This is an optimization exercise on Yosys and OpenROAD, whose aim is small area and a short achievable clock period, not a production implementation. In this exercise RTL edits were held to simulation tests only and were not proved equivalent to the original. No activity file was given, so power comes from the tool's default toggle rates.

==> 04-03: inputs <==
Design tych_ing_frm_buf, start of the top module:
module tych_ing_frm_buf (
input wire clk,
input wire rst,
input  logic          core_avl_in_valid,
input  logic [511:0]  core_avl_in_data,
input  logic          core_avl_in_sop,
input  logic          core_avl_in_eop,
input  logic [5:0]    core_avl_in_empty,
input  logic          core_avl_in_error,
output logic          core_avl_in_ready,
input  logic [3:0]    core_ingmeta_in_vs,
input  logic [1:0]    core_ingmeta_in_rcos,
input  logic        rd_ptr_update_valid,
input  logic [3:0]  rd_ptr_vs,           
input  logic [1:0]  rd_ptr_rcos,         
input  logic [15:0] rd_ptr_value,        
output logic        rd_ptr_update_ready,
output logic        ram_wr_en,           
output logic [15:0] ram_wr_addr,         
output logic [511:0] ram_wr_data,        
output logic [5:0]  ram_wr_empty,        
output logic        ram_wr_sop,          
output logic        ram_wr_eop,          
output logic        ram_wr_error         
);
localparam N = 64;
localparam WI = 29;   
localparam WJ = 17;   
logic [15:0] wr_q   [N-1:0];
logic [9:0]  lim_q  [N-1:0];
logic [N-1:0] wv_q, rv_q, full_q;
logic [5:0] idx, j;
assign idx = {core_ingmeta_in_vs, core_ingmeta_in_rcos};
assign j   = {rd_ptr_vs, rd_ptr_rcos};
logic [7:0] i_lo, i_hi, j_lo, j_hi;
tych_frm_dec8 u_dil (.a(idx[2:0]), .y(i_lo));
  ...
==> module tych_ing_frm_buf, before the edit <==
module tych_ing_frm_buf (
input wire clk,
input wire rst,
input  logic          core_avl_in_valid,
input  logic [511:0]  core_avl_in_data,
input  logic          core_avl_in_sop,
input  logic          core_avl_in_eop,
input  logic [5:0]    core_avl_in_empty,
input  logic          core_avl_in_error,
output logic          core_avl_in_ready,
input  logic [3:0]    core_ingmeta_in_vs,
input  logic [1:0]    core_ingmeta_in_rcos,
input  logic        rd_ptr_update_valid,
input  logic [3:0]  rd_ptr_vs,           
input  logic [1:0]  rd_ptr_rcos,         
input  logic [15:0] rd_ptr_value,        
output logic        rd_ptr_update_ready,
output logic        ram_wr_en,           
output logic [15:0] ram_wr_addr,         
output logic [511:0] ram_wr_data,        
output logic [5:0]  ram_wr_empty,        
output logic        ram_wr_sop,          
output logic        ram_wr_eop,          
output logic        ram_wr_error         
);
localparam N = 64;
localparam WI = 29;   
localparam WJ = 17;   
logic [15:0] wr_q   [N-1:0];
logic [9:0]  lim_q  [N-1:0];
logic [N-1:0] wv_q, rv_q, full_q;
logic [5:0] idx, j;
assign idx = {core_ingmeta_in_vs, core_ingmeta_in_rcos};
assign j   = {rd_ptr_vs, rd_ptr_rcos};
logic [7:0] i_lo, i_hi, j_lo, j_hi;
tych_frm_dec8 u_dil (.a(idx[2:0]), .y(i_lo));
tych_frm_dec8 u_dih (.a(idx[5:3]), .y(i_hi));
tych_frm_dec8 u_djl (.a(j[2:0]),   .y(j_lo));
tych_frm_dec8 u_djh (.a(j[5:3]),   .y(j_hi));
logic [WI*N-1:0] ent_i;
logic [WJ*N-1:0] ent_j;
logic [WI*8-1:0] grp_i;
logic [WJ*8-1:0] grp_j;
logic [WI-1:0]   look_i;
logic [WJ-1:0]   look_j;
genvar g;
generate
  for (g = 0; g < N; g++) begin : ent
    assign ent_i[g*WI +: WI] = {full_q[g], rv_q[g], lim_q[g], wv_q[g], wr_q[g]};
    assign ent_j[g*WJ +: WJ] = {wv_q[g], wr_q[g]};
  end
  for (g = 0; g < 8; g++) begin : grp
    logic [7:0] gi_lo, gj_lo;
    tych_frm_dec8 u_dil (.a(idx[2:0]), .y(gi_lo));
    tych_frm_dec8 u_djl (.a(j[2:0]),   .y(gj_lo));
    tych_frm_sel8 #(.W(WI)) u_si (.d(ent_i[g*8*WI +: 8*WI]), .s(gi_lo), .y(grp_i[g*WI +: WI]));
    tych_frm_sel8 #(.W(WJ)) u_sj (.d(ent_j[g*8*WJ +: 8*WJ]), .s(gj_lo), .y(grp_j[g*WJ +: WJ]));
  end
endgenerate
tych_frm_sel8 #(.W(WI)) u_ti (.d(grp_i), .s(i_hi), .y(look_i));
tych_frm_sel8 #(.W(WJ)) u_tj (.d(grp_j), .s(j_hi), .y(look_j));
logic [15:0] wr_i, wr_j;
logic [9:0]  lim_i;
logic        full_i;
assign full_i = look_i[28];
assign lim_i  = look_i[26:17] & {10{look_i[27]}};
assign wr_i   = look_i[15:0] & {16{look_i[16]}};
assign wr_j   = look_j[15:0] & {16{look_j[16]}};
assign core_avl_in_ready = !full_i && !rst;
assign rd_ptr_update_ready = 1'b1;
logic wr_en, upd;
assign wr_en = core_avl_in_valid && core_avl_in_ready;
assign upd   = rd_ptr_update_valid;
logic [15:0] wr_inc;
logic        full_w;
assign wr_inc = wr_i + 16'd1;
assign full_w = ((wr_i[9:0] ^ 10'd1015) == lim_i);
function automatic logic ge16(input logic [15:0] x, input logic [15:0] c);
  logic [15:0] gt, eq;
  gt = x & ~c;
  eq = ~(x ^ c);
  for (int s = 1; s < 16; s = s * 2) begin
    for (int k = 0; k < 16; k = k + 2 * s) begin
      gt[k] = gt[k + s] | (eq[k + s] & gt[k]);
      eq[k] = eq[k + s] & eq[k];
    end
  end
  ge16 = gt[0] | eq[0];
endfunction
function automatic logic in_window(input logic [15:0] x, input logic [15:0] lo,
                                   input logic [15:0] hi);
  logic ge_lo, lt_hi;
  ge_lo = ge16(x, lo);
  lt_hi = !ge16(x, hi);
  in_window = (hi < lo) ? (ge_lo || lt_hi) : (ge_lo && lt_hi);
endfunction
logic [15:0] lo0, hi0, lo1, hi1;
assign lo0 = rd_ptr_value;
assign hi0 = rd_ptr_value + 16'd1016;
assign lo1 = rd_ptr_value - 16'd1;
assign hi1 = rd_ptr_value + 16'd1015;
logic        inc_j, full_u0, full_u1, full_u;
logic [9:0]  lim_u;
assign inc_j   = wr_en && (idx == j);
assign full_u0 = !in_window(wr_j, lo0, hi0);
assign full_u1 = !in_window(wr_j, lo1, hi1);
assign full_u  = inc_j ? full_u1 : full_u0;
assign lim_u   = (rd_ptr_value[9:0] + 10'd1015) ^ 10'd1015;
generate
  for (g = 0; g < N; g++) begin : fifo
    logic we, ue;
    assign we = wr_en && i_hi[g / 8] && i_lo[g % 8];
    assign ue = upd && j_hi[g / 8] && j_lo[g % 8];
    always_ff @(posedge clk) begin
      if (we) wr_q[g] <= wr_inc;
      if (ue) lim_q[g] <= lim_u;
    end
    always_ff @(posedge clk or posedge rst) begin
      if (rst) begin
        wv_q[g]   <= 1'b0;
        rv_q[g]   <= 1'b0;
        full_q[g] <= 1'b0;
      end else begin
        if (we) wv_q[g] <= 1'b1;
        if (ue) rv_q[g] <= 1'b1;
        if (ue) full_q[g] <= full_u;
        else if (we) full_q[g] <= full_w;
      end
    end
  end
endgenerate
assign ram_wr_en    = wr_en;
assign ram_wr_addr  = wr_i;
assign ram_wr_data  = core_avl_in_data;
assign ram_wr_empty = core_avl_in_empty;
assign ram_wr_sop   = core_avl_in_sop;
assign ram_wr_eop   = core_avl_in_eop;
assign ram_wr_error = core_avl_in_error;
endmodule
==> module tych_frm_dec8, before the edit <==
module tych_frm_dec8 (
  input  logic [2:0] a,
  output logic [7:0] y
);
  always_comb begin
    for (int k = 0; k < 8; k++) y[k] = (a == k);
  end
endmodule
clock: 12.0 ns
lec_check: 0
cap_margin: 20
core_margin: 2
core_utilization: 30
setup_slack_margin: 5
slew_margin: 20
synth_hierarchical: 1
tns_end_percent: 100
standard.sh (not shown) runs the stock make flow with config.mk's settings and CLKGATE_MAP_FILE= SYNTH_SCRIPT=/design/flow/synth_recipe.tcl, a recipe that flattens the netlist after the stock synthesis.
==> flow/flow/run.sh <==
#!/bin/bash
# Standard ORFS layout (the standard.sh, with the standard synthesis),
# with two resizer settings changed: port buffers are buf_4 instead of the
# default delay-buffer cell, and timing repair may change a cell's footprint.
set -euo pipefail
bash standard.sh MATCH_CELL_FOOTPRINT=0 \
  "BUFFER_PORTS_ARGS=-buffer_cell sky130_fd_sc_hd__buf_4" finish > make_finish.log 2>&1
==> 09-20 (differences from 04-03) <==
--- a/flow/design.v
+++ b/flow/design.v
@@ -25,51 +25,51 @@
 );
 localparam N = 64;
-localparam WI = 29;   
-localparam WJ = 17;   
 logic [15:0] wr_q   [N-1:0];
 logic [9:0]  lim_q  [N-1:0];
-logic [N-1:0] wv_q, rv_q, full_q;
+logic [N-1:0] wv_q, rv_q, ok_q;
 logic [5:0] idx, j;
 assign idx = {core_ingmeta_in_vs, core_ingmeta_in_rcos};
 assign j   = {rd_ptr_vs, rd_ptr_rcos};
-logic [7:0] i_lo, i_hi, j_lo, j_hi;
-tych_frm_dec8 u_dil (.a(idx[2:0]), .y(i_lo));
-tych_frm_dec8 u_dih (.a(idx[5:3]), .y(i_hi));
-tych_frm_dec8 u_djl (.a(j[2:0]),   .y(j_lo));
-tych_frm_dec8 u_djh (.a(j[5:3]),   .y(j_hi));
-logic [WI*N-1:0] ent_i;
-logic [WJ*N-1:0] ent_j;
-logic [WI*8-1:0] grp_i;
-logic [WJ*8-1:0] grp_j;
-logic [WI-1:0]   look_i;
-logic [WJ-1:0]   look_j;
-genvar g;
+logic [7:0] i_hi, j_hi, i_hi_rdy, i_hi_en;
+logic       nrst, en_ok;
+assign nrst  = !rst;
+assign en_ok = core_avl_in_valid && !rst;
+tych_frm_dec8 u_dih (.a(idx[5:3]), .m(8'hFF), .y(i_hi));
+tych_frm_dec8 u_dir (.a(idx[5:3]), .m({8{nrst}}), .y(i_hi_rdy));
+tych_frm_dec8 u_die (.a(idx[5:3]), .m({8{en_ok}}), .y(i_hi_en));
+tych_frm_dec8 u_djh (.a(j[5:3]),   .m(8'hFF), .y(j_hi));
+logic [16*8-1:0] gwr_i, gwr_j;
+logic [10*8-1:0] glim_i;
+logic [7:0]      gok_i;
+genvar g, k;
 generate
-  for (g = 0; g < N; g++) begin : ent
-    assign ent_i[g*WI +: WI] = {full_q[g], rv_q[g], lim_q[g], wv_q[g], wr_q[g]};
-    assign ent_j[g*WJ +: WJ] = {wv_q[g], wr_q[g]};
-  end
   for (g = 0; g < 8; g++) begin : grp
-    logic [7:0] gi_lo, gj_lo;
-    tych_frm_dec8 u_dil (.a(idx[2:0]), .y(gi_lo));
-    tych_frm_dec8 u_djl (.a(j[2:0]),   .y(gj_lo));
-    tych_frm_sel8 #(.W(WI)) u_si (.d(ent_i[g*8*WI +: 8*WI]), .s(gi_lo), .y(grp_i[g*WI +: WI]));
-    tych_frm_sel8 #(.W(WJ)) u_sj (.d(ent_j[g*8*WJ +: 8*WJ]), .s(gj_lo), .y(grp_j[g*WJ +: WJ]));
+    logic [7:0] s_wi, s_ri, s_fi, s_wj;
+    logic [16*8-1:0] d_wr;
+    logic [10*8-1:0] d_lim;
+    for (k = 0; k < 8; k++) begin : e
+      assign d_wr[k*16 +: 16]  = wr_q[g*8 + k];
+      assign d_lim[k*10 +: 10] = lim_q[g*8 + k];
+    end
+    tych_frm_dec8 u_dwi (.a(idx[2:0]), .m(wv_q[g*8 +: 8]), .y(s_wi));
+    tych_frm_dec8 u_dri (.a(idx[2:0]), .m(rv_q[g*8 +: 8]), .y(s_ri));
+    tych_frm_dec8 u_dfi (.a(idx[2:0]), .m(8'hFF),          .y(s_fi));
+    tych_frm_dec8 u_dwj (.a(j[2:0]),   .m(wv_q[g*8 +: 8]), .y(s_wj));
+    tych_frm_sel8 #(.W(16)) u_swi (.d(d_wr),             .s(s_wi), .y(gwr_i[g*16 +: 16]));
+    tych_frm_sel8 #(.W(10)) u_sri (.d(d_lim),            .s(s_ri), .y(glim_i[g*10 +: 10]));
+    tych_frm_sel8 #(.W(1))  u_sfi (.d(ok_q[g*8 +: 8]),   .s(s_fi), .y(gok_i[g]));
+    tych_frm_sel8 #(.W(16)) u_swj (.d(d_wr),             .s(s_wj), .y(gwr_j[g*16 +: 16]));
   end
 endgenerate
-tych_frm_sel8 #(.W(WI)) u_ti (.d(grp_i), .s(i_hi), .y(look_i));
-tych_frm_sel8 #(.W(WJ)) u_tj (.d(grp_j), .s(j_hi), .y(look_j));
 logic [15:0] wr_i, wr_j;
 logic [9:0]  lim_i;
-logic        full_i;
-assign full_i = look_i[28];
-assign lim_i  = look_i[26:17] & {10{look_i[27]}};
-assign wr_i   = look_i[15:0] & {16{look_i[16]}};
-assign wr_j   = look_j[15:0] & {16{look_j[16]}};
-assign core_avl_in_ready = !full_i && !rst;
+logic        wr_en, upd;
+tych_frm_sel8 #(.W(16)) u_twi (.d(gwr_i),   .s(i_hi), .y(wr_i));
+tych_frm_sel8 #(.W(10)) u_tri (.d(glim_i),  .s(i_hi), .y(lim_i));
+tych_frm_sel8 #(.W(1))  u_tri_rdy (.d(gok_i), .s(i_hi_rdy), .y(core_avl_in_ready));
+tych_frm_sel8 #(.W(1))  u_tri_en  (.d(gok_i), .s(i_hi_en),  .y(wr_en));
+tych_frm_sel8 #(.W(16)) u_twj (.d(gwr_j),   .s(j_hi), .y(wr_j));
 assign rd_ptr_update_ready = 1'b1;
-logic wr_en, upd;
-assign wr_en = core_avl_in_valid && core_avl_in_ready;
-assign upd   = rd_ptr_update_valid;
+assign upd = rd_ptr_update_valid;
 logic [15:0] wr_inc;
 logic        full_w;
@@ -110,6 +110,6 @@
   for (g = 0; g < N; g++) begin : fifo
     logic we, ue;
-    assign we = wr_en && i_hi[g / 8] && i_lo[g % 8];
-    assign ue = upd && j_hi[g / 8] && j_lo[g % 8];
+    assign we = wr_en && (idx == g);
+    assign ue = upd && (j == g);
     always_ff @(posedge clk) begin
       if (we) wr_q[g] <= wr_inc;
@@ -120,10 +120,10 @@
         wv_q[g]   <= 1'b0;
         rv_q[g]   <= 1'b0;
-        full_q[g] <= 1'b0;
+        ok_q[g]   <= 1'b1;
       end else begin
         if (we) wv_q[g] <= 1'b1;
         if (ue) rv_q[g] <= 1'b1;
-        if (ue) full_q[g] <= full_u;
-        else if (we) full_q[g] <= full_w;
+        if (ue) ok_q[g] <= !full_u;
+        else if (we) ok_q[g] <= !full_w;
       end
     end
@@ -140,8 +140,9 @@
 module tych_frm_dec8 (
   input  logic [2:0] a,
+  input  logic [7:0] m,
   output logic [7:0] y
 );
   always_comb begin
-    for (int k = 0; k < 8; k++) y[k] = (a == k);
+    for (int k = 0; k < 8; k++) y[k] = (a == k) && m[k];
   end
 endmodule
==> flow/flow/run.sh (replaced) <==
#!/bin/bash
# Standard ORFS layout (the standard.sh, with the standard synthesis),
# with some settings changed:
#  - port buffers are buf_4 instead of the default delay-buffer cell,
#  - timing repair may change a cell's footprint,
#  - after global routing, antennas are repaired with a ratio margin
#    (flow/post_grt.tcl).
set -euo pipefail
bash standard.sh MATCH_CELL_FOOTPRINT=0 \
  "BUFFER_PORTS_ARGS=-buffer_cell sky130_fd_sc_hd__buf_4" \
  "POST_GLOBAL_ROUTE_TCL=$PWD/flow/post_grt.tcl" \
  finish > make_finish.log 2>&1
==> flow/flow/post_grt.tcl (new file) <==
# After global routing: repair antennas again with a ratio margin, so that the
# detailed routes (which run somewhat longer than the global ones) seldom
# need the antenna repair and second detailed route after detailed routing.
repair_antennas -iterations 5 -ratio_margin 25
check_placement -verbose
check_antennas
==> run notes <==
Largest fanout on the critical path: 04-03 11; 09-20 16
Critical path buffer and inverter count: 04-03 5; 09-20 3
WP data arrival: 04-03 5.11 ns; 09-20 4.76 ns
Die W: 04-03 537 um; 09-20 541 um
Fraction of area in multi-input gates: 04-03 0.253; 09-20 0.261
Number of antenna violations at the first check in global routing: 04-03 25; 09-20 15
Total wire length: 04-03 462000 um; 09-20 437000 um
Worst IR Drop VDD: 04-03 0.000121 V; 09-20 0.000146 V
Worst reg2reg setup slack: 04-03 6.61 ns; 09-20 6.67 ns
Fillers: 04-03 27200; 09-20 27800
Synthesized-area fraction occupied by ao, oa, aoi and oai cells: 04-03 0.166; 09-20 0.152
Via count normalized by instance count: 04-03 6.26; 09-20 6.14
Net switching component of the power: 04-03 0.00383 W; 09-20 0.00309 W
Multi-input combinational cell area: 04-03 24000 um^2; 09-20 24500 um^2
Worst slew slack as a fraction of its limit: 04-03 0.201; 09-20 0.172
Netlist area before placement: 04-03 85100 um^2; 09-20 86500 um^2
Met2 demand-to-capacity share in global routing: 04-03 0.469; 09-20 0.462
Setup WS post-layout: 04-03 4.49 ns; 09-20 4.84 ns
Leakage power of the design: 04-03 31.4 nW; 09-20 32.2 nW
Result of the run: 04-03 finished clean; 09-20 finished clean
Final setup skew: 04-03 0.0550 ns; 09-20 0.0477 ns
Insertion delay to the later sink of the worst-skew pair: 04-03 0.88 ns; 09-20 0.86 ns
Fraction of area in registers: 04-03 0.578; 09-20 0.586
Sw Ratio: 04-03 0.257; 09-20 0.223
Global-route track usage on met3: 04-03 0.246; 09-20 0.238
Post-Synth Adder-Cell Area: 04-03 0.0117; 09-20 0.0110
Met1 wire length: 04-03 130000 um; 09-20 119000 um

==> port drivers added, routing unchanged <==
No port has a modelled driver above. Below, the same layouts with a new extraction and two added sets of constraints.
Step 1 (the two cells are an assumption about what drives the block):
set clk [get_ports {clk}]
set_driving_cell -lib_cell sky130_fd_sc_hd__clkbuf_16 $clk
set_driving_cell -lib_cell sky130_fd_sc_hd__buf_2 [delete_from_list [all_inputs] $clk]
Step 2 adds t to the input delays and takes it off the output delays; t is the mean of the earliest and latest rising clock arrival at the registers after step 1. Input paths then give back, and output paths get back, about the clock's delay inside the block.
Three values: ideal, step 1, step 2; two values: the first two.
run	t, ns	slack for setup (ns)	worst register clock-pin slew, ns
04-03	0.947	4.494 / 3.981 / 3.313	0.07 / 0.07
09-20	0.922	4.840 / 4.399 / 4.066	0.07 / 0.07
After both steps setup and hold are still met in every run listed. The setup slack of 04-03, which loses most, moves by -0.513 ns with the drivers and by -1.181 ns with both steps.
